Background: an optimization exercise with open tools, aiming at small area, a short achievable clock period and few clock cycles. Do not read the settings as production practice.
In this exercise RTL edits were held to simulation tests only and were not proved equivalent to the original.
Power and IR drop assume default switching activity.

===== config.mk =====
export PLATFORM = sky130hd
export DESIGN_NAME = tinyqv_top
export DESIGN_NICKNAME = tinyqv_top
export VERILOG_FILES = /design/flow/design.v
export SDC_FILE = /design/flow/constraint.sdc
export NUM_CORES = 4
export LEC_CHECK = 0
export CAP_MARGIN = 20
export CORE_MARGIN = 2
export CORE_UTILIZATION = 40
export CTS_CLUSTER_DIAMETER = 60
export CTS_CLUSTER_SIZE = 25
export SLEW_MARGIN = 20

===== constraint.sdc =====
create_clock -name core_clock -period 15.0 [get_ports {clk}]
set_input_delay 3.0000 -clock core_clock [delete_from_list [all_inputs] [get_ports {clk}]]
set_output_delay 3.0000 -clock core_clock [all_outputs]
set_load 0.01 [all_outputs]

===== design.v =====
module tinyqv_decoder #(parameter REG_ADDR_BITS=4) (
    input [31:0] instr,
    output reg [31:0] imm,
    output reg is_load,
    output reg is_alu_imm,
    output reg is_auipc,
    output reg is_store,
    output reg is_alu_reg,
    output reg is_lui,
    output reg is_branch,
    output reg is_jalr,
    output reg is_jal,
    output reg is_ret,
    output reg is_system,
    output [2:1] instr_len,
    output reg [3:0] alu_op,   
    output reg [2:0] mem_op,       
    output reg [REG_ADDR_BITS-1:0] rs1,
    output reg [REG_ADDR_BITS-1:0] rs2,
    output reg [REG_ADDR_BITS-1:0] rd,
    output reg [2:0] additional_mem_ops,
    output reg       mem_op_increment_reg
);
    wire [31:0] Uimm = {    instr[31],   instr[30:12], {12{1'b0}}};
    wire [31:0] Iimm = {{21{instr[31]}}, instr[30:20]};
    wire [31:0] Simm = {{21{instr[31]}}, instr[30:25],instr[11:7]};
    wire [31:0] Bimm = {{20{instr[31]}}, instr[7],instr[30:25],instr[11:8],1'b0};
    wire [31:0] Jimm = {{12{instr[31]}}, instr[19:12],instr[20],instr[30:21],1'b0};
    wire [31:0] CLWSPimm     = {24'b0, instr[3:2], instr[12], instr[6:4], 2'b00};
    wire [31:0] CSWSPimm     = {24'b0, instr[8:7], instr[12:9], 2'b00};
    wire [31:0] CLSWimm      = {25'b0, instr[5], instr[12:10], instr[6], 2'b00};   
    wire [31:0] CLSHimm      = {30'b0, instr[5], 1'b0};   
    wire [31:0] CLSBimm      = {30'b0, instr[5], instr[6]};   
    wire [31:0] CJimm        = {{21{instr[12]}}, instr[8], instr[10:9], instr[6], instr[7], instr[2], instr[11], instr[5:3], 1'b0};
    wire [31:0] CBimm        = {{24{instr[12]}}, instr[6:5], instr[2], instr[11:10], instr[4:3], 1'b0};
    wire [31:0] CALUimm      = {{27{instr[12]}}, instr[6:2]};           
    wire [31:0] CLUIimm      = {{15{instr[12]}}, instr[6:2], 12'b0};
    wire [31:0] CADDI16SPimm = {{23{instr[12]}}, instr[4:3], instr[5], instr[2], instr[6], 4'b0};
    wire [31:0] CADDI4SPimm  = {22'b0, instr[10:7], instr[12:11], instr[5], instr[6], 2'b0};
    wire [31:0] CSCXTimm     = {{23{instr[12]}}, instr[9:7], instr[10], instr[11], 4'b0};
    always @(*) begin
        additional_mem_ops = 3'b000;
        mem_op_increment_reg = 1;
        is_ret = 0;
        if (instr[1:0] == 2'b11) begin
            is_load    =  (instr[6:2] == 5'b00000);  
            is_alu_imm =  (instr[6:2] == 5'b00100);  
            is_auipc   =  (instr[6:2] == 5'b00101);  
            is_store   =  (instr[6:2] == 5'b01000);  
            is_alu_reg =  (instr[6:2] == 5'b01100);  
            is_lui     =  (instr[6:2] == 5'b01101);  
            is_branch  =  (instr[6:2] == 5'b11000);  
            is_jalr    =  (instr[6:2] == 5'b11001);  
            is_jal     =  (instr[6:2] == 5'b11011);  
            is_system  =  (instr[6:2] == 5'b11100);  
            if (is_auipc || is_lui) imm = Uimm;
            else if (is_store) imm = Simm;
            else if (is_branch) imm = Bimm;
            else if (is_jal) imm = Jimm;
            else imm = Iimm;
            if (is_load || is_auipc || is_store || is_jalr || is_jal) alu_op = 4'b0000;   
            else if (is_branch) alu_op = {1'b0, !instr[14], instr[14:13]};
            else if (instr[26] && is_alu_reg) alu_op = {1'b1, instr[27:26], instr[13]};   
            else alu_op = {instr[30] && (instr[5] || instr[13:12] == 2'b01),instr[14:12]};
            mem_op = instr[14:12];
            if ((is_load || is_store) && instr[13:12] == 2'b11) begin
                mem_op = 3'b010;
                additional_mem_ops = {1'b0, instr[14], 1'b1};
            end
            if (is_store && instr[14:12] == 3'b110) begin
                mem_op = 3'b010;
                additional_mem_ops = {1'b0, instr[14], 1'b1};
                mem_op_increment_reg = 0;
            end
            rs1 = instr[15+:REG_ADDR_BITS];
            rs2 = instr[20+:REG_ADDR_BITS];
            rd  = instr[ 7+:REG_ADDR_BITS];
        end else begin
            is_load    = 0;
            is_alu_imm = 0;
            is_auipc   = 0;
            is_store   = 0;
            is_alu_reg = 0;
            is_lui     = 0;
            is_branch  = 0;
            is_jalr    = 0;
            is_jal     = 0;
            is_system  = 0;
            imm = {32{1'bx}};
            alu_op = 4'b0000;
            mem_op = 3'bxxx;
            rs1 = {REG_ADDR_BITS{1'bx}};
            rs2 = {REG_ADDR_BITS{1'bx}};
            rd = {REG_ADDR_BITS{1'bx}};
            case ({instr[1:0], instr[15:13]})
                5'b00000: begin  
                    is_alu_imm = 1;
                    imm = CADDI4SPimm;
                    rs1 = 4'd2;
                    rd  = {1'b1, instr[4:2]};
                end
                5'b00010: begin  
                    is_load = 1;
                    mem_op = 3'b010;
                    imm = CLSWimm;
                    rs1 = {1'b1, instr[9:7]};
                    rd  = {1'b1, instr[4:2]};
                end 
                5'b00100: begin  
                    imm = instr[10] ? CLSHimm : CLSBimm;
                    rs1 = {1'b1, instr[9:7]};
                    if (instr[11]) begin
                        is_store = 1;
                        mem_op = {2'b00, instr[10]};
                        rs2 = {1'b1, instr[4:2]};
                    end else begin
                        is_load = 1;
                        mem_op = {~(instr[10] & instr[6]), 1'b0, instr[10]};
                        rd = {1'b1, instr[4:2]};
                    end
                end
                5'b00110: begin  
                    is_store = 1;
                    mem_op = 3'b010;
                    imm = CLSWimm;
                    rs1 = {1'b1, instr[9:7]};
                    rs2 = {1'b1, instr[4:2]};
                end
                5'b00111: begin  
                    is_store = 1;     
                    mem_op = 3'b010;
                    imm = CSCXTimm;
                    rs1 = 4'd3;
                    rs2 = {instr[5], 3'b001};
                    additional_mem_ops = instr[4:2];
                end
                5'b01000: begin  
                    is_alu_imm = 1;
                    imm = CALUimm;
                    rs1 = instr[10:7];
                    rd  = instr[10:7];
                end
                5'b01001: begin  
                    is_jal = 1;
                    imm = CJimm;
                    rd  = 4'd1;
                end
                5'b01010: begin  
                    is_alu_imm = 1;
                    imm = CALUimm;
                    rs1 = 4'd0;
                    rd  = instr[10:7];
                end
                5'b01011: begin  
                    rd  = instr[10:7];
                    if (instr[10:7] == 4'd2) begin
                        is_alu_imm = 1;
                        imm = CADDI16SPimm;
                        rs1 = 4'd2;
                    end else begin
                        is_lui = 1;
                        imm = CLUIimm;
                    end
                end
                5'b01100: begin  
                    rs1 = {1'b1, instr[9:7]};
                    rs2 = {1'b1, instr[4:2]};
                    rd  = {1'b1, instr[9:7]};
                    imm = CALUimm;
                    if (instr[11:10] != 2'b11) begin
                        is_alu_imm = 1;
                        if (instr[11] == 1'b0) begin  
                            alu_op = {instr[10], 3'b101};
                        end else begin
                            alu_op = 4'b0111;
                        end
                    end else if (instr[12]) begin
                        is_alu_imm = 1;
                        case (instr[4:2])
                            3'b101: begin   
                                    alu_op = 4'b0100;  
                                    imm = 32'hffffffff;
                            end
                            default: begin  
                                    alu_op = 4'b0111;  
                                    imm = {16'h0000, {8{instr[3]}}, 8'hff};
                            end
                        endcase
                    end else begin
                        is_alu_reg = 1;
                        case (instr[6:5])
                            2'b00: alu_op = 4'b1000;   
                            2'b01: alu_op = 4'b0100;   
                            2'b10: alu_op = 4'b0110;   
                            2'b11: alu_op = 4'b0111;   
                        endcase
                    end
                end
                5'b01101: begin  
                    is_jal = 1;
                    imm = CJimm;
                    rd  = 4'd0;
                end                
                5'b01110: begin  
                    is_branch = 1;
                    imm = CBimm;
                    rs1 = {1'b1, instr[9:7]};
                    rs2 = 4'd0;
                    alu_op = 4'b0100;
                    mem_op = 3'b000;
                end    
                5'b01111: begin  
                    is_branch = 1;
                    imm = CBimm;
                    rs1 = {1'b1, instr[9:7]};
                    rs2 = 4'd0;
                    alu_op = 4'b0100;
                    mem_op = 3'b001;
                end
                5'b10000: begin  
                    is_alu_imm = 1;
                    imm = CALUimm;
                    rs1 = instr[10:7];
                    rd  = instr[10:7];
                    alu_op = 4'b0001;
                end
                5'b10001: begin  
                    is_load = 1;      
                    mem_op = 3'b010;
                    imm = CADDI16SPimm;
                    rs1 = 4'd3;
                    rd  = {instr[10], 3'b001};
                    additional_mem_ops = instr[9:7];
                end
                5'b10010: begin  
                    is_load = 1;
                    mem_op = 3'b010;
                    imm = CLWSPimm;
                    rs1 = 4'd2;
                    rd  = instr[10:7];
                end
                5'b10011: begin  
                    is_load = 1;
                    mem_op = 3'b010;
                    imm = CLWSPimm;
                    rs1 = 4'd4;
                    rd  = instr[10:7];
                end
                5'b10100: begin 
                    if (instr[6:2] == 0) begin
                        if (instr[11:7] == 0) begin   
                            is_system = 1;
                            imm = 1;
                        end else begin  
                            if (instr[10:7] == 4'd1 && !instr[12]) is_ret = 1;
                            is_jalr = 1;
                            imm = 0;
                            rs1 = instr[10:7];
                            rd = {3'b000, instr[12]};
                        end
                    end else begin   
                        is_alu_reg = 1;
                        rs1 = instr[12] ? instr[10:7] : 4'd0;
                        rs2 = instr[5:2];
                        rd  = instr[10:7];
                    end
                end
                5'b10101: begin  
                    is_alu_reg = 1;
                    alu_op = 4'b1010;
                    rs1 = instr[10:7];
                    rs2 = instr[5:2];
                    rd  = instr[10:7];                    
                end
                5'b10110: begin  
                    is_store = 1;
                    mem_op = 3'b010;
                    imm = CSWSPimm;
                    rs1 = 4'd2;
                    rs2 = instr[5:2];
                end
                5'b10111: begin  
                    is_store = 1;
                    mem_op = 3'b010;
                    imm = CSWSPimm;
                    rs1 = 4'd4;
                    rs2 = instr[5:2];
                end
                default: begin
                    is_system = 1;
                    imm = 32'd2;
                end
            endcase
        end
    end
    assign instr_len = (instr[1:0] == 2'b11) ? 2'b10 : 2'b01;
endmodule
module tinyqv_cpu #(parameter NUM_REGS=16, parameter REG_ADDR_BITS=4) (
    input clk,
    input rstn,
    output [23:1] instr_addr,
    output        instr_fetch_restart,
    output        instr_fetch_stall,
    input         instr_fetch_started,
    input         instr_fetch_stopped,
    input  [15:0] instr_data_in,
    input         instr_ready,
    input  [15:0] interrupt_req,
    output reg [27:0] data_addr,
    output reg [1:0]  data_write_n,  
    output reg [1:0]  data_read_n,   
    output            data_read_complete,
    output reg [31:0] data_out,
    output reg    data_continue,
    input         data_ready,   
    input  [31:0] data_in,
    input         time_pulse,
    output        debug_instr_complete,
    output        debug_instr_valid,
    output        debug_interrupt_pending,
    output        debug_branch,
    output        debug_early_branch,
    output        debug_ret,
    output        debug_reg_wen,
    output        debug_counter_0,
    output [3:0] debug_rd
);
    localparam CB = 6;                   
    localparam NE = 1 << (CB - 2);       
    localparam LB = 4;                   
    localparam NL = 1 << (CB - LB);      
    localparam LIM = 8;                  
    reg  [15:0] cache_e [0:NE-1];        
    reg  [15:0] cache_o [0:NE-1];        
    reg  [2*NE-1:0] cache_v;             
    reg  [14:CB] cache_tag [0:NL-1];     
    reg  [23:1] pc_d;                    
    reg  [31:0] ibuf;                    
    reg         ibuf_valid;
    wire [31:0] imm_de;
    wire is_load_de, is_alu_imm_de, is_auipc_de, is_store_de, is_alu_reg_de, is_lui_de;
    wire is_branch_de, is_jalr_de, is_jal_de, is_ret_de, is_system_de;
    wire [2:1] instr_len_de;
    wire [3:0] alu_op_de;
    wire [2:0] mem_op_de;
    wire [3:0] rs1_de, rs2_de, rd_de;
    wire [2:0] additional_mem_ops_de;
    wire mem_op_increment_reg_de;
    tinyqv_decoder i_decoder(
        .instr(ibuf),
        .imm(imm_de),
        .is_load(is_load_de),
        .is_alu_imm(is_alu_imm_de),
        .is_auipc(is_auipc_de),
        .is_store(is_store_de),
        .is_alu_reg(is_alu_reg_de),
        .is_lui(is_lui_de),
        .is_branch(is_branch_de),
        .is_jalr(is_jalr_de),
        .is_jal(is_jal_de),
        .is_ret(is_ret_de),
        .is_system(is_system_de),
        .instr_len(instr_len_de),
        .alu_op(alu_op_de),
        .mem_op(mem_op_de),
        .rs1(rs1_de),
        .rs2(rs2_de),
        .rd(rd_de),
        .additional_mem_ops(additional_mem_ops_de),
        .mem_op_increment_reg(mem_op_increment_reg_de)
    );
    wire accept;                         
    wire [23:1] offset_de = (ibuf[1:0] == 2'b11) ?
        (ibuf[3] ? {{4{ibuf[31]}}, ibuf[19:12], ibuf[20], ibuf[30:21]} :                       
                   {{12{ibuf[31]}}, ibuf[7], ibuf[30:25], ibuf[11:8]}) :                       
        (ibuf[14] ? {{16{ibuf[12]}}, ibuf[6:5], ibuf[2], ibuf[11:10], ibuf[4:3]} :             
                    {{13{ibuf[12]}}, ibuf[8], ibuf[10:9], ibuf[6], ibuf[7], ibuf[2], ibuf[11], ibuf[5:3]});  
    wire [23:1] target_de = pc_d + offset_de;
    wire predict_de = is_jal_de || (is_branch_de && offset_de[23]);
    wire redirect;                       
    wire [23:1] redirect_target;
    wire [23:1] pc_next  = pc_d + {21'd0, instr_len_de};
    wire [CB-1:1] h_d   = pc_d[CB-1:1];
    wire [14:CB]  tag_d = pc_d[14:CB];
    wire [14:CB]  tag_d1 = tag_d + 1'b1;
    wire [1:0]    step  = ibuf_valid ? instr_len_de : 2'd0;
    wire [CB-1:0] hf0   = {1'b0, h_d} + {{(CB-2){1'b0}}, step};
    wire [CB-1:0] hf1   = {1'b0, h_d} + {{(CB-2){1'b0}}, step} + 1'b1;
    wire [14:CB]  tag_f0 = hf0[CB-1] ? tag_d1 : tag_d;
    wire [14:CB]  tag_f1 = hf1[CB-1] ? tag_d1 : tag_d;
    wire [CB-1:2] idx_o = hf0[CB-2:1];
    wire [CB-1:2] idx_e = hf1[CB-2:1];
    wire          swap  = hf0[0];
    wire [15:0] hw_e = cache_e[idx_e];
    wire [15:0] hw_o = cache_o[idx_o];
    wire [31:0] instr_f = swap ? {hw_e, hw_o} : {hw_o, hw_e};
    wire hit0 = cache_v[hf0[CB-2:0]] && cache_tag[hf0[CB-2:LB-1]] == tag_f0;
    wire hit1 = cache_v[hf1[CB-2:0]] && cache_tag[hf1[CB-2:LB-1]] == tag_f1;
    wire [CB-1:0] hd1    = {1'b0, h_d} + 1'b1;
    wire [14:CB]  tag_dd1 = hd1[CB-1] ? tag_d1 : tag_d;
    wire hit0_d = cache_v[h_d] && cache_tag[h_d[CB-1:LB]] == tag_d;
    wire hit1_d = cache_v[hd1[CB-2:0]] && cache_tag[hd1[CB-2:LB-1]] == tag_dd1;
    wire [23:1] pc_d2 = pc_d + 23'd1;
    wire valid_f = hit0 && (instr_f[1:0] != 2'b11 || hit1);
    always @(posedge clk) begin
        if (!rstn) begin
            pc_d <= 23'd0;
            ibuf_valid <= 1'b0;
        end else begin
            if (redirect)    pc_d <= redirect_target;
            else if (accept) pc_d <= predict_de ? target_de : pc_next;
            if (redirect || (accept && predict_de)) ibuf_valid <= 1'b0;
            else if (accept || !ibuf_valid)         ibuf_valid <= valid_f;
        end
    end
    always @(posedge clk)
        if (accept || !ibuf_valid) ibuf <= instr_f;
    localparam F_IDLE = 2'd0;    
    localparam F_REQ  = 2'd1;    
    localparam F_RUN  = 2'd2;    
    reg [1:0]  fstate;
    reg [14:1] stream_addr;              
    wire [15:0] hw_d = pc_d[1] ? cache_o[pc_d[CB-1:2]] : cache_e[pc_d[CB-1:2]];
    wire fetch_miss = !ibuf_valid && !(hit0_d && (hw_d[1:0] != 2'b11 || hit1_d));
    wire [14:1] miss_addr = hit0_d ? pc_d2[14:1] : pc_d[14:1];
    wire [14:1] stream_ahead = stream_addr[14:1] - pc_d[14:1];
    always @(posedge clk) begin
        if (!rstn) begin
            fstate <= F_IDLE;
        end else begin
            case (fstate)
                F_IDLE: if (fetch_miss) begin
                            fstate <= F_REQ;
                            stream_addr <= miss_addr;
                        end
                F_REQ:  if (instr_fetch_started) fstate <= F_RUN;
                default: begin
                    if (fetch_miss && stream_addr != miss_addr) begin
                        fstate <= F_REQ;
                        stream_addr <= miss_addr;
                    end else if (instr_fetch_stopped) begin
                        fstate <= F_IDLE;
                    end else if (instr_ready) begin
                        stream_addr <= stream_addr + 14'd1;
                    end
                end
            endcase
        end
    end
    wire cache_write = fstate == F_RUN && instr_ready;
    always @(posedge clk) begin
        if (cache_write) begin
            if (stream_addr[1]) cache_o[stream_addr[CB-1:2]] <= instr_data_in;
            else                cache_e[stream_addr[CB-1:2]] <= instr_data_in;
        end
    end
    always @(posedge clk) begin
        if (!rstn) begin
            cache_v <= {(2*NE){1'b0}};
        end else if (cache_write) begin
            if (cache_tag[stream_addr[CB-1:LB]] != stream_addr[14:CB]) begin
                cache_tag[stream_addr[CB-1:LB]] <= stream_addr[14:CB];
                cache_v[{stream_addr[CB-1:LB], {(LB-1){1'b0}}} +: (1 << (LB-1))] <= {{((1 << (LB-1))-1){1'b0}}, 1'b1} << stream_addr[LB-1:1];
            end else begin
                cache_v[stream_addr[CB-1:1]] <= 1'b1;
            end
        end
    end
    assign instr_addr = {9'd0, stream_addr};
    assign instr_fetch_restart = fstate == F_REQ;
    assign instr_fetch_stall = fstate == F_RUN && stream_ahead >= LIM;
    reg        e_valid;
    reg is_load, is_store, is_alu, is_lui, is_branch, is_jalr, is_jal, is_mul, is_czero, e_sub;
    reg [3:0] alu_op;
    reg [2:0] mem_op;
    reg [3:0] rs2, rd;
    reg [2:0] additional_mem_ops;
    reg       mem_op_increment_reg;
    reg [31:0] a;                
    reg [31:0] b;                
    reg [31:0] r2;               
    reg [23:1] target;           
    reg        e_predict;
    localparam X_EXEC = 3'd0;    
    localparam X_MEM  = 3'd1;    
    localparam X_WB   = 3'd2;    
    localparam X_NEXT = 3'd3;    
    localparam X_MUL  = 3'd4;    
    reg [2:0]  xstate;
    reg [3:0]  mul_count;        
    reg [31:0] regs [0:15];
    reg        wr_en;
    reg [31:0] wr_data;
    wire       wr_reg = wr_en && rd != 4'd0 && rd != 4'd3 && rd != 4'd4;
    genvar i;
    generate
        for (i = 1; i < 16; i = i + 1) begin : gen_regs
            if (i != 3 && i != 4) begin : gen_reg
                always @(posedge clk)
                    if (wr_reg && rd == i) regs[i] <= wr_data;
            end
        end
    endgenerate
    function [31:0] read_reg(input [3:0] r);
        case (r)
            4'd0: read_reg = 32'd0;
            4'd3: read_reg = 32'h01000400;   
            4'd4: read_reg = 32'h08000000;   
            default: read_reg = regs[r];
        endcase
    endfunction
    wire [3:0]  rb = xstate == X_NEXT ? rs2 : rs2_de;
    wire [31:0] rf_a = (wr_reg && rd == rs1_de) ? wr_data : read_reg(rs1_de);
    wire [31:0] rf_b = (wr_reg && rd == rb) ? wr_data : read_reg(rb);
    wire is_mul_de = (is_alu_imm_de || is_alu_reg_de) && alu_op_de[3:1] == 3'b101;
    always @(posedge clk) begin
        if (accept) begin
            is_load <= is_load_de;
            is_store <= is_store_de;
            is_alu <= is_alu_imm_de || is_alu_reg_de || is_auipc_de;
            is_lui <= is_lui_de;
            is_branch <= is_branch_de;
            is_jalr <= is_jalr_de;
            is_jal <= is_jal_de;
            is_mul <= is_mul_de;
            is_czero <= is_alu_reg_de && alu_op_de[3:1] == 3'b111;
            e_sub <= (alu_op_de[1] || alu_op_de[3]) && !is_mul_de && !is_auipc_de;
            alu_op <= is_auipc_de ? 4'b0000 : alu_op_de;
            mem_op <= mem_op_de;
            rs2 <= rs2_de;
            rd <= rd_de;
            additional_mem_ops <= additional_mem_ops_de;
            mem_op_increment_reg <= mem_op_increment_reg_de;
            a <= is_auipc_de ? {8'h00, pc_d, 1'b0} : rf_a;
            b <= (is_alu_reg_de || is_branch_de) ? rf_b : imm_de;
            r2 <= rf_b;
            target <= predict_de ? pc_next : target_de;
            e_predict <= predict_de;
        end else if (xstate == X_MUL && mul_count != 4'd0) begin
            a <= {sum[30:0], 1'b0};
            b <= r2[15] ? data_out : 32'd0;
            r2 <= {r2[30:0], 1'b0};
        end else if (e_valid && xstate == X_EXEC && is_mul) begin
            a <= 32'd0;
            b <= r2[15] ? a : 32'd0;
            r2 <= {r2[30:0], 1'b0};
        end else if (xstate == X_MEM && data_ready) begin
            b <= data_in;
        end else if (xstate == X_WB && additional_mem_ops != 3'b000) begin
            additional_mem_ops <= additional_mem_ops - 3'd1;
            rd <= rd + 4'd1;
            rs2 <= rs2 + {3'd0, mem_op_increment_reg};
        end
    end
    wire [32:0] sum = {1'b0, a} + {1'b0, b ^ {32{e_sub}}} + {32'd0, e_sub};
    wire eq  = a == b;
    wire ltu = !sum[32];
    wire lt  = (a[31] != b[31]) ? a[31] : sum[31];
    wire cmp = alu_op[0] ? ltu : alu_op[1] ? lt : eq;
    function [31:0] reverse(input [31:0] x);
        integer k;
        for (k = 0; k < 32; k = k + 1) reverse[k] = x[31-k];
    endfunction
    wire        shift_left = !alu_op[2];
    wire [31:0] shift_in = shift_left ? reverse(a) : a;
    wire        shift_fill = alu_op[3] && alu_op[2] && a[31];
    wire [63:0] shift_ext = {{32{shift_fill}}, shift_in} >> b[4:0];
    wire [31:0] shift_out = shift_left ? reverse(shift_ext[31:0]) : shift_ext[31:0];
    reg [31:0] alu_out;
    always @(*) begin
        if (is_czero)
            alu_out = ((r2 == 32'd0) ^ alu_op[0]) ? 32'd0 : a;
        else case (alu_op[2:0])
            3'b000:  alu_out = sum[31:0];
            3'b010,
            3'b011:  alu_out = {31'd0, cmp};
            3'b100:  alu_out = a ^ b;
            3'b110:  alu_out = a | b;
            3'b111:  alu_out = a & b;
            default: alu_out = shift_out;
        endcase
    end
    wire in_exec = e_valid && xstate == X_EXEC;
    wire in_mul = xstate == X_MUL;
    wire is_mem_op = is_load || is_store;
    assign redirect = in_exec && (is_jalr || (is_branch && (cmp ^ mem_op[0] ^ e_predict)));
    assign redirect_target = is_jalr ? sum[23:1] : target;
    wire exec_done = (in_exec && !is_mem_op && !is_mul) ||
                     (xstate == X_WB && additional_mem_ops == 3'b000) ||
                     (in_mul && mul_count == 4'd0);
    assign accept = (!e_valid || exec_done) && ibuf_valid;
    wire [31:0] load_ext = mem_op[1] ? b :
                           mem_op[0] ? {{16{!mem_op[2] && b[15]}}, b[15:0]} :
                                       {{24{!mem_op[2] && b[7]}}, b[7:0]};
    always @(*) begin
        wr_en = 1'b0;
        wr_data = alu_out;
        if (in_exec) begin
            if (is_alu) begin
                wr_en = !is_mul;
            end else if (is_lui) begin
                wr_en = 1'b1;
                wr_data = b;
            end else if (is_jal || is_jalr) begin
                wr_en = 1'b1;
                wr_data = {8'h00, is_jal ? target : pc_d, 1'b0};
            end
        end else if (xstate == X_WB) begin
            wr_en = is_load;
            wr_data = load_ext;
        end else if (in_mul) begin
            wr_en = mul_count == 4'd0;
            wr_data = sum[31:0];
        end
    end
    always @(posedge clk) begin
        if (!rstn) begin
            e_valid <= 1'b0;
            xstate <= X_EXEC;
            data_read_n <= 2'b11;
            data_write_n <= 2'b11;
            data_continue <= 1'b0;
        end else begin
            if (redirect)       e_valid <= 1'b0;
            else if (accept)    e_valid <= 1'b1;
            else if (exec_done) e_valid <= 1'b0;
            case (xstate)
                X_EXEC: if (e_valid) begin
                    if (is_mem_op) begin
                        data_addr <= sum[27:0];
                        data_read_n <= is_load ? mem_op[1:0] : 2'b11;
                        data_write_n <= is_store ? mem_op[1:0] : 2'b11;
                        data_out <= r2;
                        data_continue <= additional_mem_ops != 3'b000;
                        xstate <= X_MEM;
                    end else if (is_mul) begin
                        data_out <= a;
                        mul_count <= 4'd15;
                        xstate <= X_MUL;
                    end
                end
                X_MEM: if (data_ready) begin
                    data_read_n <= 2'b11;
                    data_write_n <= 2'b11;
                    xstate <= X_WB;
                end
                X_WB: begin
                    if (additional_mem_ops != 3'b000) begin
                        data_addr[3:2] <= data_addr[3:2] + 2'd1;
                        xstate <= X_NEXT;
                    end else begin
                        xstate <= X_EXEC;
                    end
                end
                X_NEXT: begin
                    data_read_n <= is_load ? mem_op[1:0] : 2'b11;
                    data_write_n <= is_store ? mem_op[1:0] : 2'b11;
                    data_out <= rf_b;
                    data_continue <= additional_mem_ops != 3'b000;
                    xstate <= X_MEM;
                end
                default: begin
                    mul_count <= mul_count - 4'd1;
                    if (mul_count == 4'd0) xstate <= X_EXEC;
                end
            endcase
        end
    end
    assign data_read_complete = 1'b0;
    assign debug_instr_complete = exec_done;
    assign debug_instr_valid = e_valid;
    assign debug_interrupt_pending = 1'b0;
    assign debug_branch = redirect;
    assign debug_early_branch = 1'b0;
    assign debug_ret = 1'b0;
    assign debug_reg_wen = wr_en;
    assign debug_counter_0 = 1'b0;
    assign debug_rd = wr_data[3:0];
    wire _unused = &{interrupt_req, time_pulse, is_ret_de, is_system_de, 1'b0};
endmodule
module qspi_controller (
    input clk,
    input rstn,
    input      [3:0] spi_data_in,
    output reg [3:0] spi_data_out,
    output reg [3:0] spi_data_oe,
    output           spi_clk_out,
    output reg       spi_flash_select,
    output reg       spi_ram_a_select,
    output reg       spi_ram_b_select,
    input [24:0] addr_in,
    input  [7:0] data_in,
    input        start_read,
    input        start_write,
    input        stall_txn,
    input        stop_txn,
    output [7:0] data_out,
    output reg   data_req,
    output reg   data_ready,
    output       busy
);
    localparam ADDR_BITS = 24;
    localparam DATA_WIDTH_BITS = 8;   
    localparam FSM_IDLE = 0;
    localparam FSM_CMD  = 1;
    localparam FSM_ADDR = 2;
    localparam FSM_DUMMY1 = 3;
    localparam FSM_DUMMY2 = 4;
    localparam FSM_DATA = 5;
    localparam FSM_STALLED = 6;
    localparam FSM_STALL_RECOVER = 7;
    reg [2:0] fsm_state;
    reg       is_writing;
    reg [ADDR_BITS-1:0]       addr;
    reg [DATA_WIDTH_BITS-1:0] data;
    reg [2:0] nibbles_remaining;
    wire [1:0] delay_cycles_cfg = 2'b01;   
    reg       spi_clk_pos;
    reg [3:0] spi_in_buffer;
    assign data_out = data;
    assign busy = fsm_state != FSM_IDLE;
    reg stop_txn_reg;
    wire stop_txn_now = stop_txn_reg || (stop_txn && (!is_writing || spi_clk_pos));
    always @(posedge clk) begin
        if (!rstn) 
            stop_txn_reg <= 0;
        else
            stop_txn_reg <= stop_txn && !stop_txn_now;
    end
    reg [1:0] read_cycles_count;
    reg last_ram_a_sel;
    reg last_ram_b_sel;
    wire ram_a_block = (last_ram_a_sel == 0) && addr_in[24:23] == 2'b10;
    wire ram_b_block = (last_ram_b_sel == 0) && addr_in[24:23] == 2'b11;
/*verilator lint_off WIDTH*/
    always @(posedge clk) begin
        if (!rstn || stop_txn_now) begin
            fsm_state <= FSM_IDLE;
            is_writing <= 0;
            nibbles_remaining <= 0;
            data_ready <= 0;
            spi_clk_pos <= 0;
            spi_data_oe <= 4'b0000;
            spi_flash_select <= 1;
            spi_ram_a_select <= 1;
            spi_ram_b_select <= 1;
            data_req <= 0;
            read_cycles_count <= 0;
        end else begin
            data_ready <= 0;
            data_req <= 0;
            if (fsm_state == FSM_IDLE) begin
                if ((start_read || start_write) && !ram_a_block && !ram_b_block) begin
                    fsm_state <= addr_in[24] ? FSM_CMD : FSM_ADDR;
                    is_writing <= !start_read && addr_in[24];   
                    nibbles_remaining <= addr_in[24] ? 2-1 : 6-1;
                    spi_data_oe <= 4'b1111;
                    spi_clk_pos <= 0;
                    spi_flash_select <= addr_in[24];
                    spi_ram_a_select <= addr_in[24:23] != 2'b10;
                    spi_ram_b_select <= addr_in[24:23] != 2'b11;
                end
            end else begin
                if (read_cycles_count == 0) read_cycles_count <= 2'b01;
                else read_cycles_count <= read_cycles_count - 2'b01;
                if (fsm_state == FSM_STALLED) begin
                    spi_clk_pos <= 0;
                    if (!stall_txn && !read_cycles_count[1]) begin
                        data_ready <= !is_writing;
                        if (is_writing) begin
                            fsm_state <= FSM_DATA;
                            read_cycles_count <= 2'b00;
                        end else begin
                            fsm_state <= (delay_cycles_cfg[1] == 0) ? FSM_DATA : FSM_STALL_RECOVER;
                            read_cycles_count <= {1'b0, delay_cycles_cfg[0]};
                        end
                    end
                end else begin
                    spi_clk_pos <= !spi_clk_pos;
                    if (((fsm_state == FSM_DATA && !is_writing) || fsm_state == FSM_STALL_RECOVER) ? (read_cycles_count == 0) : spi_clk_pos) begin
                        if (nibbles_remaining == 0) begin
                            if (fsm_state == FSM_DATA || fsm_state == FSM_STALL_RECOVER) begin
                                data_ready <= !is_writing && !stall_txn;
                                nibbles_remaining <= (DATA_WIDTH_BITS >> 2)-1;
                                if (stall_txn) begin
                                    fsm_state <= FSM_STALLED;
                                    read_cycles_count <= delay_cycles_cfg | 2'b01;
                                end else begin
                                    fsm_state <= FSM_DATA;
                                end
                            end else begin
                                fsm_state <= fsm_state + 1;
                                if (fsm_state == FSM_CMD) begin
                                    nibbles_remaining <= (ADDR_BITS >> 2)-1;
                                end
                                else if (fsm_state == FSM_ADDR) begin
                                    if (is_writing) begin
                                        fsm_state <= FSM_DATA;
                                        nibbles_remaining <= (DATA_WIDTH_BITS >> 2)-1;
                                    end else if (spi_flash_select) begin
                                        fsm_state <= FSM_DUMMY2;
                                        spi_data_oe <= 4'b0000;
                                        nibbles_remaining <= 4-1;
                                    end else begin
                                        nibbles_remaining <= 2-1;
                                    end
                                end
                                else if (fsm_state == FSM_DUMMY1) begin
                                    spi_data_oe <= 4'b0000;
                                    nibbles_remaining <= 4-1;
                                end
                                else if (fsm_state == FSM_DUMMY2) begin
                                    nibbles_remaining <= (DATA_WIDTH_BITS >> 2)-1;
                                    read_cycles_count <= delay_cycles_cfg;
                                end
                            end
                        end else begin
                            if (fsm_state == FSM_STALL_RECOVER) fsm_state <= FSM_DATA;
                            nibbles_remaining <= nibbles_remaining - 1;
                        end
                    end else begin
                        data_req <= is_writing && (fsm_state == FSM_DATA) && nibbles_remaining == 0;
                    end
                end
            end
        end
    end
/*verilator lint_on WIDTH*/
    always @(posedge clk) begin
        if (fsm_state == FSM_IDLE && (start_read || start_write)) begin
            addr <= addr_in[23:0];
        end else if (fsm_state == FSM_ADDR && spi_clk_pos) begin
            addr <= {addr[ADDR_BITS-5:0], 4'b0000};
        end
    end
    always @(posedge clk) begin
        if (is_writing) begin
            if (fsm_state == FSM_STALLED) begin
                data <= data_in;
            end else if (spi_clk_pos) begin
                if (nibbles_remaining == 0) begin
                    data <= data_in;
                end else if (fsm_state == FSM_DATA) begin
                    data <= {data[DATA_WIDTH_BITS-5:0], spi_data_in};
                end
            end
        end else if (read_cycles_count == 0 && fsm_state == FSM_DATA) begin
            data <= {data[DATA_WIDTH_BITS-5:0], spi_data_in};
        end else if (read_cycles_count == 0 && fsm_state == FSM_STALL_RECOVER) begin
            data <= {data[DATA_WIDTH_BITS-5:0], spi_in_buffer};
        end else if (read_cycles_count == 2'b10 && fsm_state == FSM_STALLED) begin
            spi_in_buffer <= spi_data_in;
        end
    end
    always @(*) begin
        case (fsm_state)
            FSM_CMD: begin  
                if (is_writing) begin
                    if (nibbles_remaining[0])
                        spi_data_out = 4'b0000;
                    else
                        spi_data_out = 4'b0010;
                end else begin
                    if (nibbles_remaining[0])
                        spi_data_out = 4'b0000;
                    else
                        spi_data_out = 4'b1011;
                end
            end
            FSM_ADDR:   spi_data_out = addr[ADDR_BITS-1:ADDR_BITS-4];
            FSM_DUMMY1: spi_data_out = 4'b1010;
            FSM_DATA:   spi_data_out = is_writing ? data[DATA_WIDTH_BITS-1:DATA_WIDTH_BITS-4] : 4'b1111;
            default:    spi_data_out = 4'b1010;
        endcase
    end
    always @(posedge clk) begin
        if (!rstn) begin
            last_ram_a_sel <= 1;
            last_ram_b_sel <= 1;
        end else begin
            last_ram_a_sel <= spi_ram_a_select;
            last_ram_b_sel <= spi_ram_b_select;
        end
    end
    assign spi_clk_out = spi_clk_pos;
endmodule
module tinyqv_mem_ctrl (
    input clk,
    input rstn,
    input [23:1] instr_addr,
    input        instr_fetch_restart,
    input        instr_fetch_stall,
    output reg     instr_fetch_started,
    output reg     instr_fetch_stopped,
    output  [15:0] instr_data,
    output         instr_ready,
    input [24:0] data_addr,
    input [1:0]  data_write_n,  
    input [1:0]  data_read_n,   
    input [31:0] data_to_write,
    input        data_continue,  
    output         data_ready,   
    output  [31:0] data_from_read,
    input      [3:0] spi_data_in,
    output     [3:0] spi_data_out,
    output     [3:0] spi_data_oe,
    output           spi_clk_out,
    output           spi_flash_select,
    output           spi_ram_a_select,
    output           spi_ram_b_select,
    output        debug_stall_txn,
    output        debug_stop_txn
);
    reg start_instr;
    reg start_read;
    reg start_write;
    reg stop_txn;
    reg continue_txn;
    reg [1:0] data_txn_n;
    reg [1:0] data_txn_len;
    reg qspi_write_done;
    wire qspi_busy;
    reg instr_active;
    wire is_instr = instr_active || start_instr;
    wire [1:0] txn_len = is_instr ? 2'b01 : data_txn_len;
    wire [24:0] addr_in = is_instr ? {1'b0, instr_addr, 1'b0} : data_addr[24:0];
    reg [31:0] qspi_data_buf;
    reg [1:0] qspi_data_byte_idx;
    wire qspi_data_req;
    wire qspi_data_ready;
    wire [7:0] qspi_data_out;
    wire stall_txn = instr_active && instr_fetch_stall && !instr_ready && qspi_data_byte_idx == 2'b01;
    reg data_stall;
    always @(*) begin
        start_instr = 0;
        start_read = 0;
        start_write = 0;
        stop_txn = 0;
        data_txn_n = data_write_n & data_read_n;
        if (qspi_busy || qspi_write_done) begin
            if (instr_active) begin
                if (instr_fetch_restart && (!instr_fetch_started || stall_txn)) begin
                    stop_txn = 1;
                end else if ((qspi_data_ready && qspi_data_byte_idx == 2'b01) || instr_fetch_stall) begin
                    if (data_txn_n != 2'b11) begin
                        stop_txn = 1;
                    end
                end
            end else if ((qspi_data_ready || qspi_data_req) && qspi_data_byte_idx == data_txn_len && !continue_txn) begin
                stop_txn = 1;
            end
        end else begin
            if (data_read_n != 2'b11)
                start_read = 1;
            else if (data_write_n != 2'b11)
                start_write = 1;
            else if (instr_fetch_restart)
                start_instr = 1;
        end
    end
    always @(posedge clk) begin
        if (!rstn || stop_txn) begin
            instr_active <= 0;
        end else begin
            instr_active <= qspi_busy ? instr_active : start_instr;
        end
    end
    wire [1:0] write_qspi_data_byte_idx = qspi_data_byte_idx + (qspi_data_req ? 2'b01 : 2'b00);
    qspi_controller q_ctrl(
        .clk(clk),
        .rstn(rstn),
        .spi_data_in(spi_data_in),
        .spi_data_out(spi_data_out),
        .spi_data_oe(spi_data_oe),
        .spi_clk_out(spi_clk_out),
        .spi_flash_select(spi_flash_select),
        .spi_ram_a_select(spi_ram_a_select),
        .spi_ram_b_select(spi_ram_b_select),
        .addr_in(addr_in),
        .data_in(qspi_data_buf[{write_qspi_data_byte_idx,3'b000} +:8]),
        .start_read(start_read || start_instr),
        .start_write(start_write),
        .stall_txn(stall_txn || data_stall),
        .stop_txn(stop_txn),
        .data_out(qspi_data_out),
        .data_req(qspi_data_req),
        .data_ready(qspi_data_ready),
        .busy(qspi_busy)
    );
    always @(posedge clk) begin
        if (!rstn) begin
            instr_fetch_started <= 1'b0;
            instr_fetch_stopped <= 1'b0;
        end else begin
            instr_fetch_started <= start_instr;
            instr_fetch_stopped <= stop_txn;
        end
    end
    always @(posedge clk) begin
        if (!rstn || start_instr || start_read || start_write) begin
            qspi_data_byte_idx <= 2'b00;
        end else begin
            if (qspi_data_ready || qspi_data_req) begin
                qspi_data_byte_idx <= qspi_data_byte_idx + 2'b01;
                if (qspi_data_byte_idx == txn_len) begin
                    qspi_data_byte_idx <= 0;
                end
            end
        end
    end
    always @(posedge clk) begin
        if (qspi_data_ready) begin
            qspi_data_buf[{qspi_data_byte_idx,3'b000} +:8] <= qspi_data_out;
        end else if (data_write_n != 2'b11 && (data_stall || start_write)) begin
            qspi_data_buf <= data_to_write;
        end
    end
    assign instr_data = {qspi_data_out, qspi_data_buf[7:0]};
    assign instr_ready = instr_active && qspi_data_ready && qspi_data_byte_idx == 2'b01;
    always @(posedge clk) begin
        qspi_write_done <= qspi_data_req && qspi_data_byte_idx == data_txn_len;
    end
    always @(posedge clk) begin
        if (!rstn)
            data_txn_len <= 2'b11;
        else if (start_read || start_write) begin
            data_txn_len <= {data_txn_n[1], data_txn_n[1] | data_txn_n[0]};   
        end
    end
    always @(posedge clk) begin
        if (!rstn) begin
            continue_txn <= 0;
        end else begin
            if (continue_txn) begin
                if ((qspi_data_req && qspi_data_byte_idx + 2'b01 == data_txn_len) ||
                    (qspi_data_ready && qspi_data_byte_idx == data_txn_len))
                begin
                    data_stall <= 1;
                end else if (data_stall && qspi_data_byte_idx == 2'b00 && ((data_read_n != 2'b11 && !data_ready) || data_write_n != 2'b11)) begin
                    data_stall <= 0;
                    continue_txn <= data_continue;
                end
            end else begin
                data_stall <= 0;
                if (start_write || start_read) begin
                    continue_txn <= data_continue;
                end
            end
        end
    end
    assign data_ready = !instr_active && ((qspi_data_ready && qspi_data_byte_idx == data_txn_len) || (data_write_n != 2'b11 && ((data_stall && qspi_data_byte_idx == 2'b00) || start_write)));
    assign data_from_read = data_ready ? ({qspi_data_out, qspi_data_buf[23:16],
        data_txn_len == 2'b01 ? qspi_data_out : qspi_data_buf[15:8],
        data_txn_len == 2'b00 ? qspi_data_out : qspi_data_buf[7:0]}) : qspi_data_buf;
    assign debug_stall_txn = stall_txn;
    assign debug_stop_txn = stop_txn;
endmodule
`default_nettype none
module tinyQV (
    input clk,
    input rstn,
    output [27:0] data_addr,
    output  [1:0] data_write_n,  
    output  [1:0] data_read_n,   
    output        data_read_complete,
    output [31:0] data_out,    
    input         data_ready,   
    input  [31:0] data_in,
    input  [15:0] interrupt_req,
    input         time_pulse,
    input   [3:0] spi_data_in,
    output  [3:0] spi_data_out,
    output  [3:0] spi_data_oe,
    output        spi_clk_out,
    output        spi_flash_select,
    output        spi_ram_a_select,
    output        spi_ram_b_select,
    output        debug_instr_complete,
    output        debug_instr_ready,
    output        debug_instr_valid,
    output        debug_fetch_restart,
    output        debug_data_ready,
    output        debug_interrupt_pending,
    output        debug_branch,
    output        debug_early_branch,
    output        debug_ret,
    output        debug_reg_wen,
    output        debug_counter_0,
    output        debug_data_continue,
    output        debug_stall_txn,
    output        debug_stop_txn,
    output  [3:0] debug_rd
);
  wire [23:1] instr_addr;
  wire        instr_fetch_restart;
  wire        instr_fetch_stall;
  wire        instr_fetch_started;
  wire        instr_fetch_stopped;
  wire [15:0] instr_data;
  wire        instr_ready;
  wire [27:0] qv_data_addr;
  wire  [1:0] qv_data_write_n;
  wire  [1:0] qv_data_read_n;
  wire        qv_data_read_complete;
  wire [31:0] qv_data_to_write;
  wire        qv_data_ready;
  wire [31:0] qv_data_from_read;
  wire        qv_data_continue;
  wire  [1:0] mem_data_write_n;
  wire  [1:0] mem_data_read_n;
  wire        mem_data_ready;
  wire [31:0] mem_data_from_read;
  wire is_mem = qv_data_addr[27:25] == 0;
  assign qv_data_ready = is_mem ? mem_data_ready : data_ready;
  assign qv_data_from_read = is_mem ? mem_data_from_read : data_in;
  assign mem_data_write_n = is_mem ? qv_data_write_n : 2'b11;
  assign mem_data_read_n =  is_mem ? qv_data_read_n  : 2'b11;
  assign data_addr = qv_data_addr;
  assign data_write_n =       !is_mem ? qv_data_write_n       : 2'b11;
  assign data_read_n =        !is_mem ? qv_data_read_n        : 2'b11;
  assign data_read_complete = !is_mem ? qv_data_read_complete : 0;
  assign data_out = qv_data_to_write;
  reg rst_reg_n;
  always @(posedge clk) rst_reg_n <= rstn;
  tinyqv_cpu cpu(
        .clk(clk),
        .rstn(rst_reg_n),
        .instr_addr(instr_addr),
        .instr_fetch_restart(instr_fetch_restart),
        .instr_fetch_stall(instr_fetch_stall),
        .instr_fetch_started(instr_fetch_started),
        .instr_fetch_stopped(instr_fetch_stopped),
        .instr_data_in(instr_data),
        .instr_ready(instr_ready),
        .interrupt_req(interrupt_req),
        .data_addr(qv_data_addr),
        .data_write_n(qv_data_write_n),
        .data_read_n(qv_data_read_n),
        .data_read_complete(qv_data_read_complete),
        .data_out(qv_data_to_write),
        .data_continue(qv_data_continue),
        .data_ready(qv_data_ready),
        .data_in(qv_data_from_read),
        .time_pulse(time_pulse),
        .debug_instr_complete(debug_instr_complete),
        .debug_instr_valid(debug_instr_valid),
        .debug_interrupt_pending(debug_interrupt_pending),
        .debug_branch(debug_branch),
        .debug_early_branch(debug_early_branch),
        .debug_ret(debug_ret),
        .debug_reg_wen(debug_reg_wen),
        .debug_counter_0(debug_counter_0),
        .debug_rd(debug_rd)
    );
  tinyqv_mem_ctrl mem(
        .clk(clk),
        .rstn(rstn),
        .instr_addr(instr_addr),
        .instr_fetch_restart(instr_fetch_restart),
        .instr_fetch_stall(instr_fetch_stall),
        .instr_fetch_started(instr_fetch_started),
        .instr_fetch_stopped(instr_fetch_stopped),
        .instr_data(instr_data),
        .instr_ready(instr_ready),
        .data_addr(qv_data_addr[24:0]),
        .data_write_n(mem_data_write_n),
        .data_read_n(mem_data_read_n),
        .data_to_write(qv_data_to_write),
        .data_continue(qv_data_continue),
        .data_ready(mem_data_ready),
        .data_from_read(mem_data_from_read),
        .spi_data_in(spi_data_in),
        .spi_data_out(spi_data_out),
        .spi_data_oe(spi_data_oe),
        .spi_flash_select(spi_flash_select),
        .spi_ram_a_select(spi_ram_a_select),
        .spi_ram_b_select(spi_ram_b_select),
        .spi_clk_out(spi_clk_out),
        .debug_stall_txn(debug_stall_txn),
        .debug_stop_txn(debug_stop_txn)
    );
    assign debug_instr_ready = instr_ready;
    assign debug_fetch_restart = instr_fetch_restart;
    assign debug_data_ready = qv_data_ready;
    assign debug_data_continue = qv_data_continue;
endmodule
`default_nettype none
module tinyqv_top (
    input         clk,
    input         rst_n,
    output [27:0] data_addr,
    output  [1:0] data_write_n,
    output  [1:0] data_read_n,
    output [31:0] data_out,
    input         data_ready,
    input  [31:0] data_in,
    input   [3:0] spi_data_in,
    output  [3:0] spi_data_out,
    output  [3:0] spi_data_oe,
    output        spi_clk_out,
    output        spi_flash_select,
    output        spi_ram_a_select,
    output        spi_ram_b_select
);
    wire        data_read_complete;
    wire [15:0] debug_unused;
    wire  [3:0] debug_rd;
    tinyQV i_tinyqv (
        .clk(clk),
        .rstn(rst_n),
        .data_addr(data_addr),
        .data_write_n(data_write_n),
        .data_read_n(data_read_n),
        .data_read_complete(data_read_complete),
        .data_out(data_out),
        .data_ready(data_ready),
        .data_in(data_in),
        .interrupt_req(16'd0),
        .time_pulse(1'b0),
        .spi_data_in(spi_data_in),
        .spi_data_out(spi_data_out),
        .spi_data_oe(spi_data_oe),
        .spi_clk_out(spi_clk_out),
        .spi_flash_select(spi_flash_select),
        .spi_ram_a_select(spi_ram_a_select),
        .spi_ram_b_select(spi_ram_b_select),
        .debug_instr_complete(debug_unused[0]),
        .debug_instr_ready(debug_unused[1]),
        .debug_instr_valid(debug_unused[2]),
        .debug_fetch_restart(debug_unused[3]),
        .debug_data_ready(debug_unused[4]),
        .debug_interrupt_pending(debug_unused[5]),
        .debug_branch(debug_unused[6]),
        .debug_early_branch(debug_unused[7]),
        .debug_ret(debug_unused[8]),
        .debug_reg_wen(debug_unused[9]),
        .debug_counter_0(debug_unused[10]),
        .debug_data_continue(debug_unused[11]),
        .debug_stall_txn(debug_unused[12]),
        .debug_stop_txn(debug_unused[13]),
        .debug_rd(debug_rd)
    );
    assign debug_unused[15:14] = 2'b00;
    wire _unused = &{data_read_complete, debug_unused, debug_rd, 1'b0};
endmodule

===== flow/run.sh =====
#!/bin/bash
set -e
export SETUP_SLACK_MARGIN=8.5
bash standard.sh > standard.log 2>&1

===== standard.sh =====
#!/bin/bash
# synth_recipe.tcl (not shown) runs the flow's synth.tcl, then flattens the netlist and writes it again
# the make line also repeats each setting of config.mk as NAME=value (left out here)
make -C /OpenROAD-flow-scripts/flow DESIGN_CONFIG=/design/flow/config.mk WORK_HOME=/design/flow/orfs CLKGATE_MAP_FILE= SYNTH_SCRIPT=/design/flow/synth_recipe.tcl "${@:-finish}"

==> flow_summary.ini, run 1 <==
[global_routing]
overflow = 0
grt_max_degree = 118
antenna_found_initial = 16
grt_pass1_vias = 62100
grt_pass1_wl_um = 477000
grt.total_usage_pct = 32.5

[min_path]
min_path_cells = 1
min_to = i_tinyqv.mem.q_ctrl.last_ram_b_sel$_SDFF_PN1_
hp-class = flop to flop
hold_start = i_tinyqv.mem.q_ctrl.spi_ram_b_select$_SDFFE_PP1P_

[routing]
drc = 0
firstDrtPassIters = 10
via_per_inst = 6.78
postRouteWirelength_um = 342000
wire_per_inst_um = 34.8
ant_nets = 0
drtIter0Drc = 10800
vias = 66600

[yosys]
ys.flop_type = edfxtp_1
synth_edf_count = 1292
syn_inst = 7096
syn_avg_cell_area_um2 = 11.3
synth_cell_types = 105
synthMuxAreaShare_pct = 11.4
synth_common_cells = edfxtp_1, nand2_1, a21oi_1
yosys.area_share.adder_pct = 2.87
yosys-top-cells-area = edfxtp_1, mux4_2, nand2_1
synth_seq_cells = 1394
synth_compound_area_share_pct = 17.2
yosysMostFrequentCell = edfxtp_1
yosysSeqAreaShare_pct = 51.0
async_flop_share_pct = 0
synth_nets = 7316
yosys.area_share.simple_pct = 11.3
netlist_area_mm2 = 0.0801
synth_top_area_share_pct = 48.4
synth_top_area_cell = edfxtp_1
ys_warn_count = 102
synth_top_family_by_area = compound AO/OA/AOI/OAI gates
synth_xor_area_share_pct = 2.62

[layout]
stdcell_count = 9825
seqCellArea_mm2 = 0.0408
largest_reg_flops = 416
stdcell_area_mm2 = 0.0894
multi_input_area_mm2 = 0.0370
fillCellCount = 18400
final_util_pct = 44.8
area_delta_synth_final_pct = 11.6
regMostFlops = i_tinyqv.cpu.regs
layout-drive-gt1-share_pct = 14.4
nets = 7290

[critical_path]
worst-r2r-cell-count = 17
start_kind = flop
path_buf_inv = 3
max_stage_delay_ns = 1.17
worstPathCellList = buf_4 -> nand2_1 -> buf_4 -> and2_1 -> ha_2 -> fa_4 -> nand2_1 -> a2111oi_0 -> buf_4 -> nor2_1 -> nor3_1 -> xnor2_1 -> xnor2_1 -> nor4_1 -> nand4_1 -> a311o_1 -> a211oi_2
cp_top_family = compound AO/OA/AOI/OAI gates
worstPathRequired_ns = 15.73
critPathCaptureType = flop
crit_arrival_ns = 6.95
critPathSlowestCell = fa_4
crit_top_cell = buf_4
timing.rr.end = i_tinyqv.cpu.ibuf_valid$_SDFFE_PP0P_
worstSetupPathType = flop to flop
reg2reg_slack_ns = 8.78
r2r_start = i_tinyqv.cpu.ibuf[0]$_DFFE_PP_
path_max_fanout = 47

[power]
design_power_total_mw = 8.19
pwr-share-seq_pct = 52.9
p_per_area_mw_per_mm2 = 91.7
p_int_mw = 6.04
swShare_pct = 26.3
irDropWorstVdd_mv = 0.110
combPwrFrac_pct = 6.7
p_leak_nw = 30.0
clock_power_share_pct = 40.4
switchingPower_mw = 2.16

[placed_design]
port_buffers = 114
dp_hpwl_um = 235000
postPlaceCellArea_mm2 = 0.0851
place.gp.congestion = 1.05
place_inst = 9610
place_worst_setup_slack_ns = 8.38

[die]
chipWidth_um = 451
io_pins = 115
num_rows = 164
coreArea_mm2 = 0.199
dieArea_mm2 = 0.204
die_y_um = 451
start_util_pct = 40.2

[clocking]
clk_pin_slew_worst_paths_ns = 0.09
numCtsBuffers = 110
cts_root_buf = clkbuf_16
h-tree-depth = 3
hold_buffers = 0
clk_latency_ns = 0.86
cts_tree = built
cts.sinks = 1394
cts_buffer_depth = 3

[sta]
hold_viol = 0
setup_viol = 0
worstMarginPinSlew_ns = 1.36
hold_ws_ns = 0.481
fin_setup_tns_ns = 0
slew_violations = 0
skew_ns = 0.105
relSlewSlack_pct = 8.31
rsz0062_at_grt = true
period_share_pct = 41.5
period_minus_slack_ns = 6.22
worst_slack_ns = 8.78
clock.fmax_mhz = 161

[run]
maxCapViolCount = 0

[status]
status = complete, no violations
per-layer routing:
metal | GRT usage (%) | vias up | part of all wire (%)
met5 | 0 | - | 0.037
li1 | - | 27500 | -
met1 | 44.1 | 33300 | 38
met4 | 18.1 | 18 | 6.6
met2 | 47.7 | 4872 | 43
met3 | 7.87 | 945 | 12
cells by family (layout without fill, tap and decap cells):
group,after synthesis,in the layout
compound gates,2044,2044
simple gates,1988,1988
flops,1394,1394
buf+inv,722,791
mux,528,528
xor+xnor,239,239
fa+ha+maj,181,181
other cells,0,4
power groups by stage:
stage	clock network, mW	logic [mW]	registers (mW)
after floorplan	0	0.348	4.41
after global placement	0	0.529	4.42
after CTS	3.34	0.537	4.33
after detailed placement	0	0.535	4.42
final	3.31	0.550	4.33
after global routing	3.47	0.594	4.34
cells in the final DEF, fill, tap and decap left out, types with 35 or more instances in the layout:
master	n
buf_4	282
clkbuf_16	110
a22oi_1	196
ha_1	175
mux2i_1	172
clkdlybuf4s50_1	114
nand4_1	51
edfxtp_1	1292
a21o_1	44
nor2b_1	67
a211oi_1	86
xnor2_1	156
a22o_1	69
mux2_2	55
mux4_2	298
a221oi_1	119
xor2_1	73
nand2_1	745
nor2_1	479
o21ai_0	411
nand3_1	175
nand2b_1	39
a21oi_1	542
and3_1	80
nor4_1	35
inv_1	161
o211ai_1	38
nor3_1	102
a31oi_1	59
dfxtp_1	101
a222oi_1	66
and2_1	44
worst max-delay path by stage:
stage	cells past startpoint	start	endpoint
finish	17	i_tinyqv.cpu.ibuf[0]$_DFFE_PP_	i_tinyqv.cpu.ibuf_valid$_SDFFE_PP0P_
detailed placement	18	i_tinyqv.cpu.ibuf[1]$_DFFE_PP_	i_tinyqv.cpu.ibuf_valid$_SDFFE_PP0P_
CTS	18	i_tinyqv.cpu.ibuf[0]$_DFFE_PP_	i_tinyqv.cpu.ibuf_valid$_SDFFE_PP0P_
global route	18	i_tinyqv.cpu.ibuf[0]$_DFFE_PP_	i_tinyqv.cpu.ibuf_valid$_SDFFE_PP0P_
floorplan	15	i_tinyqv.cpu.ibuf[1]$_DFFE_PP_	i_tinyqv.cpu.ibuf[15]$_DFFE_PP_
global placement	18	i_tinyqv.cpu.ibuf[1]$_DFFE_PP_	i_tinyqv.cpu.ibuf_valid$_SDFFE_PP0P_
final cells by class:
type	count	area share, %
Multi-Input combinational cell	4980	41.4
Clock buffer	113	3.09
Timing Repair Buffer	404	3.78
Antenna cell	4	0.0112
Inverter	180	0.762
Tap cell	2656	3.72
Sequential cell	1394	45.7
Clock inverter	94	1.55
what timing repair did:
| item | CTS | global route |
|---|---|---|
| gates resized for setup | 1 | 2 |
| setup endpoints to repair | 1 | 2 |
| setup buffers | 0 | 1 |
| pin swaps | 0 | 1 |
worst reg2reg max path, cell delays in order, from the launching register on:
cell       delay, ns
edfxtp_1        0.33
buf_4           0.42
nand2_1         0.12
buf_4           0.28
and2_1          0.21
ha_2            0.20
fa_4            1.17
nand2_1         0.14
a2111oi_0       0.86
buf_4           0.25
nor2_1          0.15
nor3_1          0.23
xnor2_1         0.12
xnor2_1         0.17
nor4_1          0.35
nand4_1         0.39
a311o_1         0.49
a211oi_2        0.22
Testbench counts, summed over its fixed seeds: cycles 547,246.
==> run 2: changes to the inputs <==
==> run.sh (new file) <==
#!/bin/bash
# synth_recipe.tcl (not shown) runs the flow's synth.tcl, then flattens the netlist and writes it again
# the make line also repeats each setting of config.mk as NAME=value (left out here)
make -C /OpenROAD-flow-scripts/flow DESIGN_CONFIG=/design/flow/config.mk WORK_HOME=/design/flow/orfs CLKGATE_MAP_FILE= SYNTH_SCRIPT=/design/flow/synth_recipe.tcl finish
--- a/config.mk
+++ b/config.mk
@@ -5,6 +5,7 @@
 export SDC_FILE = /design/flow/constraint.sdc
 export NUM_CORES = 4
 export LEC_CHECK = 0
+export ABC_AREA = 1
 export CAP_MARGIN = 20
 export CORE_MARGIN = 2
 export CORE_UTILIZATION = 40
removed: flow/run.sh
removed: standard.sh
==> flow_summary.ini, run 2 <==
[status]
status = complete, no violations

[sta]
rsz0062_at_grt = false
worstMarginPinSlew_ns = 1.24
hold_viol = 0
clock.fmax_mhz = 168
slew_violations = 0
period_minus_slack_ns = 5.94
fin_setup_tns_ns = 0
relSlewSlack_pct = 17.2
period_share_pct = 39.6
skew_ns = 0.0635
setup_viol = 0

[yosys]
synth_edf_count = 1292
async_flop_share_pct = 0
ys_warn_count = 102
netlist_area_mm2 = 0.0831
yosys-top-cells-area = edfxtp_1, nand2_1, nand3_1
yosysMostFrequentCell = nand2_1
ys.flop_type = edfxtp_1
synth_top_area_cell = edfxtp_1
synth_cell_types = 70
synth_nets = 10400
synth_seq_cells = 1394
syn_inst = 10200
synth_common_cells = nand2_1, edfxtp_1, nand3_1
yosysSeqAreaShare_pct = 49.1
syn_avg_cell_area_um2 = 8.14
synth_top_area_share_pct = 46.7

[global_routing]
overflow = 0
grt_max_degree = 95
grt.total_usage_pct = 34.2
grt_pass1_vias = 72800
antenna_found_initial = 12
grt_pass1_wl_um = 525000

[layout]
layout_commonest_cell = nand2_1
layout-drive-gt1-share_pct = 6.40
layout_common_cells = nand2_1, edfxtp_1, nand3_1
nets = 10300
regMostFlops = i_tinyqv.cpu.regs
largest_reg_flops = 416
area_delta_synth_final_pct = 10.3
final_util_pct = 44.3

[critical_path]
worst-r2r-cell-count = 19
path_max_fanout = 94
worstPathRequired_ns = 15.65
worstSetupPathType = flop to flop
crit_arrival_ns = 6.59
critPathCaptureType = flop
start_kind = flop
reg2reg_slack_ns = 9.06
timing.rr.end = i_tinyqv.cpu.ibuf[11]$_DFFE_PP_
r2r_start = i_tinyqv.cpu.ibuf[1]$_DFFE_PP_

[min_path]
hold_start = i_tinyqv.mem.q_ctrl.nibbles_remaining[1]$_SDFFE_PP0P_
hp-class = flop to flop
min_path_cells = 2
min_to = i_tinyqv.mem.q_ctrl.nibbles_remaining[1]$_SDFFE_PP0P_

[power]
p_per_area_mw_per_mm2 = 125
p_leak_nw = 35.7
irDropWorstVdd_mv = 0.111

[placed_design]
place.gp.congestion = 1.08
port_buffers = 114
dp_hpwl_um = 258000

[clocking]
cts_buffer_depth = 3
cts_root_buf = clkbuf_16
numCtsBuffers = 117
clk_latency_ns = 0.84
cts_tree = built
hold_buffers = 0
cts.sinks = 1394
cts_setup_buffers = 0
clk_pin_slew_worst_paths_ns = 0.09
cts_resized = 0
h-tree-depth = 3

[routing]
firstDrtPassIters = 8
vias = 79500
ant_nets = 0
via_per_inst = 6.15
wire_per_inst_um = 28.9
drc = 0
postRouteWirelength_um = 373000
drtIter0Drc = 12500

[die]
coreArea_mm2 = 0.207
num_rows = 167
start_util_pct = 40.2
io_pins = 115
die_y_um = 460
chipWidth_um = 460
dieArea_mm2 = 0.211

[run]
maxCapViolCount = 0
==> run 2: worst max path at each step <==
stage,start,to
6_report,i_tinyqv.cpu.ibuf[1]$_DFFE_PP_,i_tinyqv.cpu.ibuf[11]$_DFFE_PP_
5_1_grt,i_tinyqv.cpu.ibuf[1]$_DFFE_PP_,i_tinyqv.cpu.ibuf[8]$_DFFE_PP_
4_1_cts,i_tinyqv.cpu.ibuf[0]$_DFFE_PP_,i_tinyqv.cpu.ibuf[30]$_DFFE_PP_
3_5_place_dp,i_tinyqv.cpu.ibuf[1]$_DFFE_PP_,i_tinyqv.cpu.ibuf[30]$_DFFE_PP_
3_3_place_gp,i_tinyqv.cpu.ibuf[1]$_DFFE_PP_,i_tinyqv.cpu.ibuf[14]$_DFFE_PP_
2_1_floorplan,data_ready,i_tinyqv.cpu.b[0]$_DFFE_PP_
==> run 2: cell type report <==
| type | count | area (µm²) |
|---|---|---|
| Fill cell | 20500 | 115000 |
| Sequential cell | 1394 | 40800 |
| Multi-Input combinational cell | 7262 | 36600 |
| Inverter | 992 | 3730 |
| Tap cell | 2704 | 3380 |
| Clock buffer | 123 | 2970 |
| Timing Repair Buffer | 339 | 2860 |
| Clock inverter | 98 | 1310 |
| Antenna cell | 6 | 15.0 |
==> run 2: stage by stage <==
stage	hold WS, ns	area [µm²]	setup WS [ns]	cells	total power [mW]
after detailed placement	0.467	87400	9.18	12700	7.97
after global routing	0.499	91700	8.56	12900	11.8
after floorplan	0.441	83100	9.07	10200	6.39
after CTS	0.478	91700	9.16	12900	11.3
final	0.478	91700	9.06	12900	11.5
after global placement	0.449	87400	9.21	12700	7.96
==> run 2: report_power, final <==
group,switching [mW],internal (mW)
registers,0.284,4.63
logic,2.41,0.753
clock network,1.78,1.61
==> run 2: worst max-delay path, cell delays in order, from the launching register on <==
cell and delay [ns]:
edfxtp_1 0.50, nand2_1 0.08, buf_4 0.28, inv_1 0.14, nor2_1 0.06, ha_2 0.22
fa_4 1.03, inv_2 0.36, nor3_1 0.43, inv_1 0.08, nand2_1 0.12, nand2_4 0.23
clkinv_2 0.29, buf_4 0.81, nand2_1 0.13, a21oi_1 0.17, nor3_1 0.07, o32ai_1 0.39
inv_1 0.11, o21ai_1 0.16
==> run 2: kinds of logic after synthesis <==
kind of cell,Yosys count,synth area share [%]
AOI/OAI and AO/OA,2182,15.1
xor gates and xnor gates,152,1.63
adders and majority gates,181,2.76
buffers and inverters,1549,7.34
DFF,1394,49.1
muxes,8,0.0963
and+or+nand+nor,4739,24.0
==> run 2: metal layers <==
layer | vias up | track usage, % | wire length, µm | share of wire (%)
met1 | 38000 | 46.4 | 148000 | 40
met5 | - | 0 | 23 | 0.0062
met2 | 5485 | 50.2 | 156000 | 42
met4 | 4 | 17.4 | 22100 | 5.9
met3 | 958 | 8.84 | 46800 | 13
li1 | 35000 | - | - | -
==> run 3: changes to the inputs <==
--- a/config.mk
+++ b/config.mk
@@ -8,7 +8,8 @@
 export ABC_AREA = 1
 export CAP_MARGIN = 20
 export CORE_MARGIN = 2
-export CORE_UTILIZATION = 40
+export CORE_UTILIZATION = 50
 export CTS_CLUSTER_DIAMETER = 60
 export CTS_CLUSTER_SIZE = 25
+export PLACE_DENSITY = 0.7
 export SLEW_MARGIN = 20
==> flow_summary.ini, run 3 <==
[routing]
via_per_inst = 6.50
firstDrtPassIters = 9
postRouteWirelength_um = 372000
vias = 80700
wire_per_inst_um = 30.0
ant_nets = 0
drtIter0Drc = 15300
drc = 0

[yosys]
yosys-top-cells-area = edfxtp_1, nand2_1, nand3_1
syn_inst = 10200
synth_common_cells = nand2_1, edfxtp_1, nand3_1
synth_edf_count = 1292
synth_nets = 10400
synth_cell_types = 70
yosysMostFrequentCell = nand2_1
synth_seq_cells = 1394
syn_avg_cell_area_um2 = 8.14
synth_top_area_share_pct = 46.7
yosysSeqAreaShare_pct = 49.1
synth_top_area_cell = edfxtp_1
async_flop_share_pct = 0
ys.flop_type = edfxtp_1
ys_warn_count = 102
netlist_area_mm2 = 0.0831

[placed_design]
place_inst = 12200
port_buffers = 114
dp_hpwl_um = 263000
place.gp.congestion = 1.08
postPlaceCellArea_mm2 = 0.0868
place_worst_setup_slack_ns = 8.90

[critical_path]
start_kind = flop
path_max_fanout = 89
critPathCaptureType = flop
crit_arrival_ns = 6.85
worstPathRequired_ns = 15.63
worstSetupPathType = flop to flop

[power]
p_per_area_mw_per_mm2 = 126
design_power_total_mw = 11.5
p_leak_nw = 35.7
irDropWorstVdd_mv = 0.112

[die]
die_y_um = 412
chipWidth_um = 412
coreArea_mm2 = 0.165
num_rows = 149
io_pins = 115
start_util_pct = 50.4
dieArea_mm2 = 0.170

[sta]
fin_setup_tns_ns = 0
hold_ws_ns = 0.466
hold_viol = 0
skew_ns = 0.0771
slew_violations = 0
worst_slack_ns = 8.78
worstMarginPinSlew_ns = 1.34
period_minus_slack_ns = 6.22
setup_viol = 0
period_share_pct = 41.5
relSlewSlack_pct = 10.1
rsz0062_at_grt = false
clock.fmax_mhz = 161

[layout]
area_delta_synth_final_pct = 9.67
seqCellArea_mm2 = 0.0408
stdcell_area_mm2 = 0.0912
nets = 10300
layout_common_cells = nand2_1, edfxtp_1, nand3_1
fillCellCount = 15300
final_util_pct = 55.2
layout-drive-gt1-share_pct = 6.44
largest_reg_flops = 416
layout_commonest_cell = nand2_1
multi_input_area_mm2 = 0.0366
stdcell_count = 12400
regMostFlops = i_tinyqv.cpu.regs

[clocking]
cts_resized = 0
clk_pin_slew_worst_paths_ns = 0.10
numCtsBuffers = 119
h-tree-depth = 3
cts.sinks = 1394
cts_root_buf = clkbuf_16
hold_buffers = 0
cts_buffer_depth = 3
cts_setup_buffers = 0
clk_latency_ns = 0.83
cts_tree = built

[global_routing]
overflow = 0
antenna_found_initial = 17
grt_pass1_wl_um = 526000
grt_max_degree = 140
grt_pass1_vias = 73200
grt.total_usage_pct = 42.7

[run]
maxCapViolCount = 0

[min_path]
hp-class = flop to flop

[status]
status = complete, no violations
## run 3: cell counts after synthesis
Identical to the previous run, type by type.
## run 3: per-layer routing
layer / part of all wire, % / track usage, %
met1: 39 / 61.2
met2: 40 / 59.7
met3: 15 / 12.1
met4: 5.1 / 19.0
met5: 0.018 / 0
## run 3: cell type report
type	instances	share of cell area (%)
Antenna cell	11	0.0302
Multi-Input combinational cell	7262	40.1
Timing Repair Buffer	338	3.16
Sequential cell	1394	44.8
Tap cell	2189	3.00
Clock inverter	103	1.51
Inverter	992	4.09
Clock buffer	121	3.28
## run 3: worst max-delay path, cell delays in order, from the launching register on
cell and delay [ns]:
edfxtp_1 0.48, nand2_1 0.08, buf_4 0.28, inv_1 0.16
nor2_1 0.06, ha_2 0.21, fa_2 0.52, buf_4 0.27
inv_2 0.04, buf_4 0.27, nor3_1 0.39, inv_1 0.08
nand2_1 0.12, nand2_4 0.41, clkinv_2 0.52, buf_4 0.83
nand2_1 0.10, a21oi_1 0.18, o31ai_1 0.10, o21ai_0 0.51
inv_1 0.13, o21ai_0 0.19
## run 3: power breakdown
group / leakage [nW] / switching, mW / internal (mW) / total (mW)
clock: 2.08 / 1.78 / 1.66 / 3.44
sequential: 12.6 / 0.267 / 4.63 / 4.90
combinational: 21.1 / 2.42 / 0.737 / 3.16
total: 35.7 / 4.47 / 7.02 / 11.5
## run 3: final timing paths
check                                               startpoint                                            end  slack [ns]  cells past startpoint
max                             i_tinyqv.cpu.ibuf[0]$_DFFE_PP_                i_tinyqv.cpu.ibuf[30]$_DFFE_PP_        8.78                     21
min          i_tinyqv.mem.q_ctrl.spi_ram_b_select$_SDFFE_PP1P_  i_tinyqv.mem.q_ctrl.last_ram_b_sel$_SDFF_PN1_        0.47                      2
max reg2reg                     i_tinyqv.cpu.ibuf[0]$_DFFE_PP_                i_tinyqv.cpu.ibuf[30]$_DFFE_PP_        8.78                     21
min reg2reg  i_tinyqv.mem.q_ctrl.spi_ram_b_select$_SDFFE_PP1P_  i_tinyqv.mem.q_ctrl.last_ram_b_sel$_SDFF_PN1_        0.47                      2
## run 3: logic make-up (layout without fill, tap and decap cells)
family	count (synthesis)	count (layout)	synth area share [%]
compound gates	2182	2182	15.1
xor+xnor	152	152	1.63
fa+ha+maj	181	181	2.76
buf+inv	1549	1554	7.34
flops	1394	1394	49.1
mux	8	8	0.0963
other cells	0	11	0
simple gates	4739	4739	24.0

Re-timed with assumed drivers on the ports (clkbuf_16 on the clock, buf_2 on other inputs), run 3 has 8.779 ns of setup slack against 8.779 ns with ideal ports, and 8.779 ns once port delays also move by the mid clock arrival of 0.871 ns.
